Context: an optimization exercise on an open-source flow, tuned for small area and a short achievable clock period. The choices shown serve that exercise and are no tape-out recipe.
No functional check of the RTL was part of any run shown here.

==> flow/design.v, too long to show whole: its modules and the start of the top module <==
// module mac: 2258 lines
// module mac_mux: 8 lines
// module mac_bsel: 10 lines
// module mac_bsel0: 8 lines
// module mac_bsel32: 9 lines
// module mac_fa: 9 lines
// module mac_fa1: 9 lines
// module mac_ha: 8 lines
// module mac_cpa: 1018 lines
// module mac_ga: 8 lines
// module mac_gb: 8 lines
module mac #(
    parameter N = 32
  )(
    input  wire                clk,
    input  wire                arst_n,
    input  wire                ce,
    input  wire                sload,
    input  wire signed [N-1:0] A,
    input  wire signed [N-1:0] B,
    output wire                pvalid,
    output wire signed [N-1:0] P
  );
  // ...
==> flow/run.sh <==
#!/bin/bash
# synth_recipe.tcl (not shown) runs the flow's synth.tcl, then flattens the netlist and writes it again
# the make line also repeats each setting of config.mk as NAME=value (left out here)
make -C /OpenROAD-flow-scripts/flow DESIGN_CONFIG=/design/flow/config.mk WORK_HOME=/design/flow/orfs CLKGATE_MAP_FILE= SYNTH_SCRIPT=/design/flow/synth_recipe.tcl finish
==> flow/config.mk <==
export PLATFORM = sky130hd
export DESIGN_NAME = mac
export DESIGN_NICKNAME = mac
export VERILOG_FILES = /design/flow/design.v
export SDC_FILE = /design/flow/constraint.sdc
export NUM_CORES = 4
export LEC_CHECK = 0
export CAP_MARGIN = 60
export CORE_MARGIN = 2
export CORE_UTILIZATION = 40
export SETUP_SLACK_MARGIN = 5
export SLEW_MARGIN = 60
export SYNTH_HIERARCHICAL = 1
==> flow/constraint.sdc <==
create_clock -name core_clock -period 16.5 [get_ports {clk}]
set_input_delay 3.3000 -clock core_clock [delete_from_list [all_inputs] [get_ports {clk}]]
set_output_delay 3.3000 -clock core_clock [all_outputs]
set_load 0.01 [all_outputs]
==> reports/qor.log, run 1 <==
[hold_path] class of the tightest hold or removal check register to register
[die] FP Rows 102
[cells_and_area] count of inserted antenna diode cells 0
[critical_path] reg-to-reg endpoint acc_hi[28]
[timing] post-route clock period utilization 48.13%
[clock_tree] Clock Sinks 148
[synthesis] Gate Count Post-Synth 2506
[synthesis] average instance area after synthesis 12.39 sq um
[drt] met1 layer wirelength in the final routing 41980 um
[timing] fmax 125.9 MHz
[clock_tree] TritonCTS clock tree done
[global_route] Global Route Usage Sum 27.12%
[cells_and_area] most common library cell in the layout ignoring fill and taps xor2_1
[critical_path] Worst Reg-to-Reg Cells 21
[timing] Relative slew margins 58.46%
[critical_path] Worst setup EP type primary output
[critical_path] required arrival time at the worst endpoint 13.20 ns
[drt] Post-route DRC 0
[die] tap cell instance count 1040
[placed_design] Placer Congestion 0.8932
[outcome] run status timing/DRC/antenna clean
[synthesis] number of warnings printed during yosys synthesis 7
[cells_and_area] sequential cell area 4267 sq um
[critical_path] source of the worst register-to-register timing path a_n[22]
[cells_and_area] layout overhead on the synthesized area 12.55%
[timing] final hold viol count 0
[global_route] largest net degree at the start of global routing 78
[synthesis] number of synthesized flops with an enable pin 112
[synthesis] share of the synthesized area in the top cell type 30.96%
==> inputs of run 2 (changes only) <==
==> flow/flow/run.sh (new file) <==
#!/bin/bash
# Layout flow: the standard flow (standard.sh) with two changes.
#  1. After the standard synthesis, combinational cells that ABC upsized but
#     that drive only a few loads get their smallest size back
#     (flow/downsize.tcl); nothing else in the netlist changes.
#  2. Ports are buffered with buf_2 cells instead of clkdlybuf4s50_1, the
#     delay cell that buffer_ports picks by default.
# Each step's output goes to its own log here; ORFS's own logs are under orfs/logs.
set -euo pipefail
bash standard.sh synth > synth.log 2>&1
SYNTH_ODB=$PWD/orfs/results/sky130hd/mac/base/1_synth.odb \
  openroad -no_init -exit flow/downsize.tcl > downsize.log 2>&1
BUFFER_PORTS_ARGS="-buffer_cell sky130_fd_sc_hd__buf_2" \
  bash standard.sh finish > layout.log 2>&1
==> flow/flow/downsize.tcl (new file) <==
# Give combinational cells that synthesis upsized, but that drive at most
# MAX_FANOUT loads, their smallest drive strength again. Registers, buffers
# and inverters are left alone; repair_design later fixes any slew or
# capacitance this breaks.
set max_fanout 3
set odb_file $::env(SYNTH_ODB)
read_db $odb_file
set db [ord::get_db]
set block [ord::get_db_block]
set count 0
foreach inst [$block getInsts] {
  set m [[$inst getMaster] getName]
  if {![regexp {^(sky130_fd_sc_hd__([a-z0-9]+))_([0-9]+)$} $m -> base kind size]} { continue }
  if {$size == 1 || $size == 0} { continue }
  if {[regexp {^(df|edf|sdf|dl|buf|clkbuf|inv|clkinv|dly|clkdly|conb|tap|fill|decap)} $kind]} { continue }
  set small [$db findMaster ${base}_1]
  if {$small eq "NULL"} { continue }
  set fanout 0
  foreach it [$inst getITerms] {
    if {![$it isOutputSignal]} { continue }
    set net [$it getNet]
    if {$net eq "NULL"} { continue }
    incr fanout [expr {[llength [$net getITerms]] - 1 + [llength [$net getBTerms]]}]
  }
  if {$fanout > $max_fanout} { continue }
  if {[$inst swapMaster $small]} { incr count }
}
puts "downsize: $count instances set to their smallest size"
write_db $odb_file
==> flow/standard.sh (new file) <==
#!/bin/bash
# synth_recipe.tcl (not shown) runs the flow's synth.tcl, then flattens the netlist and writes it again
# the make line also repeats each setting of config.mk as NAME=value (left out here)
make -C /OpenROAD-flow-scripts/flow DESIGN_CONFIG=/design/flow/config.mk WORK_HOME=/design/flow/orfs CLKGATE_MAP_FILE= SYNTH_SCRIPT=/design/flow/synth_recipe.tcl "${@:-finish}"
removed: flow/run.sh
==> reports/qor.log, run 2 <==
[clock_tree] setup bufs post-CTS 0
[synthesis] synthesized area 27370 sq um
[drt] routed len/inst 27.88 um
[critical_path] CP Max Fanout 12
[synthesis] total nets after synthesis 3181
[global_route] Global Route Usage Sum 28.88% [+1.8 points]
[timing] fmax 132.1 MHz [+4.9%]
[cells_and_area] most common library cell in the layout ignoring fill and taps xor2_1
[drt] total number of vias 23450
[clock_tree] post-cts resize count 0
[clock_tree] Num CTS Buffers 17
[placed_design] Placer Congestion 0.9249 [+3.5%]
[timing] worst path setup slack after routing 8.928 ns
[synthesis] Gate Count Post-Synth 2506 [unchanged]
[critical_path] source of the worst register-to-register timing path a_n[21]
[cells_and_area] fraction of layout cells with a size suffix above 1 8.934%
[die] Core Area 67400 sq um
[drt] post-route antenna net violation count 0
[clock_tree] CTS H-tree depth 4
[cells_and_area] count of filler cells inserted in the layout 6266
[hold_path] class of the tightest hold or removal check register to register
[drt] Iter 0 DRT Violations 3023
[critical_path] required arrival time at the worst endpoint 13.20 ns [about the same]
[cells_and_area] Final Net Count 3382
[drt] number of iterations in the first detailed-routing pass 6
[clock_tree] Clk pin slew, worst setup/hold paths 0.07 ns
[critical_path] arrival time worst endpoint 4.27 ns
[global_route] remaining global-route overflow 0
[clock_tree] maximum count of clock buffers along a single path 2
[critical_path] reg-to-reg endpoint acc_hi[31]
[clock_tree] clock network latency to the later pin of the worst-skew pair 0.51 ns
[cells_and_area] area used by multi-input combinational logic 22470 sq um
[timing] worst-margin pin slew 0.6431 ns
[timing] count of endpoints failing setup in the final report 0
[die] Die Outline Area 70530 sq um
[die] count of pins on the block boundary 101
[hold_path] Hold Path Stages 2
[run] Max-Cap Viols 0
[timing] Relative slew margins 57.13% [-1.3 points]
[timing] unrepaired setup endpoints after global routing no
[global_route] first-pass GRT wire length 154100 um
[outcome] run status timing/DRC/antenna clean
[critical_path] category of the critical setup timing path primary input to primary output
[clock_tree] count of hold-fix buffers inserted at cts 0
[synthesis] average instance area after synthesis 10.92 sq um [-12%]
[global_route] number of antenna violations at the first check in global routing 3
[die] starting density of the core 40.61%
[placed_design] Port-buffer cells 100
[global_route] largest net degree at the start of global routing 65 [-17%]
[drt] wire length reported by the detailed router 100200 um
[timing] final worst path period need 7.572 ns
[critical_path] start point of the critical path ce
[clock_tree] TritonCTS clock tree done
[critical_path] Worst Reg-to-Reg Cells 20 [-4.8%]
[global_route] vias in the first global route 25570
[die] chip height 265.6 um
[die] FP Rows 95 [-6.9%]
[critical_path] Worst setup EP type primary output
[placed_design] Post-Place Setup Slack 8.936 ns
[cells_and_area] Largest regs a_n: 32 flops, acc_hi: 32 flops, acc_lo: 32 flops
[timing] post-route clock period utilization 45.89% [-2.2 points]
[timing] post-route setup TNS 0 ns
[critical_path] kind of start point of the critical path primary input
[timing] clock skew 0.02348 ns
[cells_and_area] most used cells in the layout excluding fill and tap cells 543 x xor2_1, 496 x o22ai_1, 480 x fa_1
[die] Die W 265.6 um
[placed_design] hpwl dp 61300 um
[cells_and_area] layout overhead on the synthesized area 10.59%
[critical_path] crit path capture P[6]
[drt] Post-route DRC 0 [unchanged]
[timing] final hold viol count 0 [unchanged]
[synthesis] number of warnings printed during yosys synthesis 7 [unchanged]
[clock_tree] root buf cell clkbuf_16
[clock_tree] Clock Sinks 148 [unchanged]
[timing] max-slew violations 0
[critical_path] r2r setup slk 9.38 ns
[cells_and_area] sequential cell area 4267 sq um [unchanged]
[drt] number of vias per cell 6.524
## run 2: changes by cell type in the layout (fill, tap and decap cells not counted), moves of 5 or more
cell	change
inv_6	+5
o22ai_2	-496
buf_4	+36
clkdlybuf4s50_1	-98
o22ai_1	+496
mux2_2	-5
a21oi_1	+120
a21oi_2	-120
mux2_4	-29
buf_2	+98
buf_6	-50
mux2_1	+34
## run 2: stage by stage
stage	hold WS, ns	utilization [%]	cells	cell area [sq um]
after CTS	0.4907	44.89	3593	30250
after detailed placement	0.4732	43.99	3561	29640
after global placement	0.4660	43.83	3559	29540
after global routing	0.5170	44.90	3593	30260
after floorplan	0.4424	-	2506	27370
final	0.4802	44.91	3595	30270
## run 2: worst max-delay path, stage by stage
cell	delay (ns)
buf_2	0.26
mux2_4	0.41
and2_1	0.16
buf_2	0.13
## run 2: final cells by class
type                       instances  area share [%]
sequential                       148           14.10
multi-input combinational       2208           74.24
clock buffer                      18           1.418
timing repair buffer             193           4.291
inverter                         139           1.740
antenna                            2         0.01654
clock inverter                    14          0.5912
tap                              873           3.609
## run 2: routing by layer
metal  up-vias  part of all wire, %  global-route usage (%)
met2      1832                   46                   46.62
met3       505                   12                   7.656
met1     11700                   36                   35.52
met5         -                0.011                  0.1386
met4         2                  5.9                   15.11
li1       9416                    -                       -
## run 2: worst min-delay path by stage
stage          slack (ns)  endpoint  from
6_report             0.48         v     v
5_1_grt              0.52         v     v
4_1_cts              0.49         v     v
3_5_place_dp         0.47         v     v
3_3_place_gp         0.47         v     v
2_1_floorplan        0.44         v     v
==> inputs of run 3 (changes only) <==
==> flow/flow/run.sh (replaced) <==
#!/bin/bash
# Layout flow: the standard flow (standard.sh) with three changes.
#  1. After the standard synthesis, combinational cells that ABC upsized but
#     that drive only a few loads get their smallest size back
#     (flow/downsize.tcl); nothing else in the netlist changes.
#  2. Ports are buffered with buf_2 cells instead of clkdlybuf4s50_1, the
#     delay cell that buffer_ports picks by default.
#  3. Timing repair aims at 9.3 ns of setup slack (a 7.2 ns period) instead
#     of config.mk's SETUP_SLACK_MARGIN; the clock and constraints are the same.
# Each step's output goes to its own log here; ORFS's own logs are under orfs/logs.
set -euo pipefail
bash standard.sh synth > synth.log 2>&1
SYNTH_ODB=$PWD/orfs/results/sky130hd/mac/base/1_synth.odb \
  openroad -no_init -exit flow/downsize.tcl > downsize.log 2>&1
BUFFER_PORTS_ARGS="-buffer_cell sky130_fd_sc_hd__buf_2" \
  bash standard.sh SETUP_SLACK_MARGIN=9.3 finish > layout.log 2>&1
==> reports/qor.log, run 3 <==
[critical_path] category of the critical setup timing path primary input to primary output
[global_route] routing usage on met1 34.84% [-0.67 points]
[outcome] run status timing/DRC/antenna clean
[timing] final hold slack 0.5028 ns [+0.02260 ns]
[drt] total number of vias 23430 [-0.11%]
[timing] clock skew 0.02758 ns [+0.004106 ns]
[cells_and_area] utilization of the core after routing 45.45% [+0.54 points]
[timing] unrepaired setup endpoints after global routing yes
[drt] post-route antenna net violation count 0 [unchanged]
[placed_design] Placer Congestion 0.9102 [-1.6%]
[timing] worst-margin pin slew 0.6201 ns [-0.02300 ns]
[synthesis] total nets after synthesis 3181 [unchanged]
[die] Core Area 67400 sq um [unchanged]
[cells_and_area] Largest regs a_n: 32 flops, acc_hi: 32 flops, acc_lo: 32 flops
[clock_tree] root buf cell clkbuf_16
[drt] Post-route DRC 0 [unchanged]
[timing] final worst path period need 7.385 ns [-0.1868 ns]
[clock_tree] clock network latency to the later pin of the worst-skew pair 0.51 ns [about the same]
[clock_tree] Clk pin slew, worst setup/hold paths 0.08 ns [about the same]
[hold_path] class of the tightest hold or removal check register to register
[synthesis] average instance area after synthesis 10.92 sq um [unchanged]
[timing] fmax 135.4 MHz [+2.5%]
[die] starting density of the core 40.61% [unchanged]
[die] count of pins on the block boundary 101 [unchanged]
[global_route] first-pass GRT wire length 152400 um [-1.1%]
[die] chip height 265.6 um [unchanged]
[clock_tree] Num CTS Buffers 17 [unchanged]
[die] Die Outline Area 70530 sq um [unchanged]
[drt] Iter 0 DRT Violations 2749 [-9.1%]
[timing] final hold viol count 0 [unchanged]
[cells_and_area] count of filler cells inserted in the layout 6233 [-0.53%]
[cells_and_area] Final Net Count 3384 [+0.059%]
[cells_and_area] layout overhead on the synthesized area 11.92%
[run] Max-Cap Viols 0 [unchanged]
[global_route] met3 Usage GRT 8.221% [+0.56 points]
[clock_tree] TritonCTS clock tree done
[synthesis] Gate Count Post-Synth 2506 [unchanged]
[placed_design] Port-buffer cells 100 [unchanged]
[timing] post-route setup TNS 0 ns [unchanged]
[global_route] Most Crowded Layer GR met2
[global_route] remaining global-route overflow 0 [unchanged]
[timing] post-route clock period utilization 44.76% [-1.1 points]
[cells_and_area] most common library cell in the layout ignoring fill and taps xor2_1
[drt] number of iterations in the first detailed-routing pass 8 [+2]
[clock_tree] count of hold-fix buffers inserted at cts 0 [unchanged]
[die] FP Rows 95 [unchanged]
[drt] wire length reported by the detailed router 99810 um [-0.42%]
[global_route] number of antenna violations at the first check in global routing 4 [+1]
[synthesis] synthesized area 27370 sq um [unchanged]
[placed_design] total placed instance area 29630 sq um [about the same]
[timing] max-slew violations 0 [unchanged]
[clock_tree] Clock Sinks 148 [unchanged]
[timing] count of endpoints failing setup in the final report 0 [unchanged]
[drt] number of vias per cell 6.515 [-0.13%]
[global_route] Global Route Usage Sum 28.59% [-0.28 points]
[critical_path] CP Max Fanout 8 [-4]
[critical_path] required arrival time at the worst endpoint 13.20 ns [about the same]
[timing] Relative slew margins 58.66% [+1.5 points]
[placed_design] hpwl dp 61240 um [about the same]
[global_route] met2 capacity usage during global routing 45.63% [-0.98 points]
[critical_path] kind of start point of the critical path primary input
[synthesis] number of warnings printed during yosys synthesis 7 [unchanged]
[cells_and_area] fraction of layout cells with a size suffix above 1 10.14% [+1.2 points]
[clock_tree] CTS H-tree depth 4 [unchanged]
[clock_tree] maximum count of clock buffers along a single path 2 [unchanged]
[drt] routed len/inst 27.76 um [-0.45%]
[global_route] largest net degree at the start of global routing 79 [+22%]
[critical_path] Worst setup EP type primary output
[cells_and_area] most used cells in the layout excluding fill and tap cells 543 x xor2_1, 496 x o22ai_1, 480 x fa_1
[global_route] vias in the first global route 25660 [+0.36%]
[cells_and_area] fin area 30630 sq um [+1.2%]
[critical_path] arrival time worst endpoint 4.08 ns [-0.19 ns]
[die] Die W 265.6 um [unchanged]
==> run 3: critical path: stages <==
cell and delay (ns):
buf_12 0.11, mux2_4 0.38, and2_4 0.16, buf_2 0.13
==> run 3: worst paths after layout <==
check / start / to / cells past startpoint / slack [ns]
max in group asynchronous: arst_n / acc_lo[30] / 4 / 12.90
worst max register to register: a_n[26] / acc_hi[25] / 20 / 9.50
worst min-delay path: acc_lo[1] / acc_lo[1] / 1 / 0.50
worst min register to register: acc_lo[1] / acc_lo[1] / 1 / 0.50
min in group asynchronous: arst_n / acc_lo[19] / 3 / 2.93
worst max-delay path: ce / P[1] / 4 / 9.12
==> run 3: final cells by class <==
class                           count  area [sq um]  area share (%)
Multi-Input combinational cell   2208         22560           73.64
Sequential cell                   148          4267           13.93
Timing Repair Buffer              195          1549           5.057
Tap cell                          873          1092           3.566
Inverter                          139         526.8           1.720
Clock buffer                       17         425.4           1.389
Clock inverter                     15         210.2          0.6863
Antenna cell                        1         2.502        0.008170
==> run 3: per-layer routing <==
metal | vias up | wire length, um
met4 | 2 | 5998
li1 | 9422 | -
met3 | 475 | 12060
met5 | - | 13
met2 | 1822 | 45510
met1 | 11710 | 36240
==> run 3: repair_timing <==
action,CTS,global route
gates resized for setup,33,45
setup endpoints to repair,33,43
pin swaps,2,1
buffers inserted,2,0
cloned,0,0
==> run 3: stage by stage <==
step / setup slack [ns] / std cells
floorplan: 9.412 / 2506
CTS: 9.099 / 3594
global route: 9.100 / 3595
detailed placement: 8.932 / 3560
finish: 9.115 / 3596
global placement: 8.938 / 3559

==> re-timing with driven ports <==
No port has a modelled driver above. Below, the same layouts with a new extraction and two added sets of constraints. Step 1 (the two cells are an assumption about what drives the block):
set clk [get_ports {clk}]
set_driving_cell -lib_cell sky130_fd_sc_hd__clkbuf_16 $clk
set_driving_cell -lib_cell sky130_fd_sc_hd__buf_2 [delete_from_list [all_inputs] $clk]
Step 2 also shifts input and output timing later by t, the mid clock arrival at the registers, as if the neighbouring blocks saw the same clock. a / b / c = ideal / step 1 / step 2; a / b = the first two.
run | t, ns | setup WS [ns] | worst setup path at the end | worst register clock-pin slew, ns | worst slew at a driven data input, ns
run 1 | 0.572 | 8.559 / 8.540 / 8.540 | input to output | 0.10 / 0.10 | 0.05
run 2 | 0.556 | 8.928 / 8.900 / 8.900 | input to output | 0.09 / 0.09 | 0.05
run 3 | 0.560 | 9.115 / 9.064 / 9.064 | input to output | 0.09 / 0.09 | 0.07
After both steps every run listed still meets setup and hold. The setup slack of run 3, which loses most, moves by -0.051 ns with the drivers and by -0.051 ns with both steps.
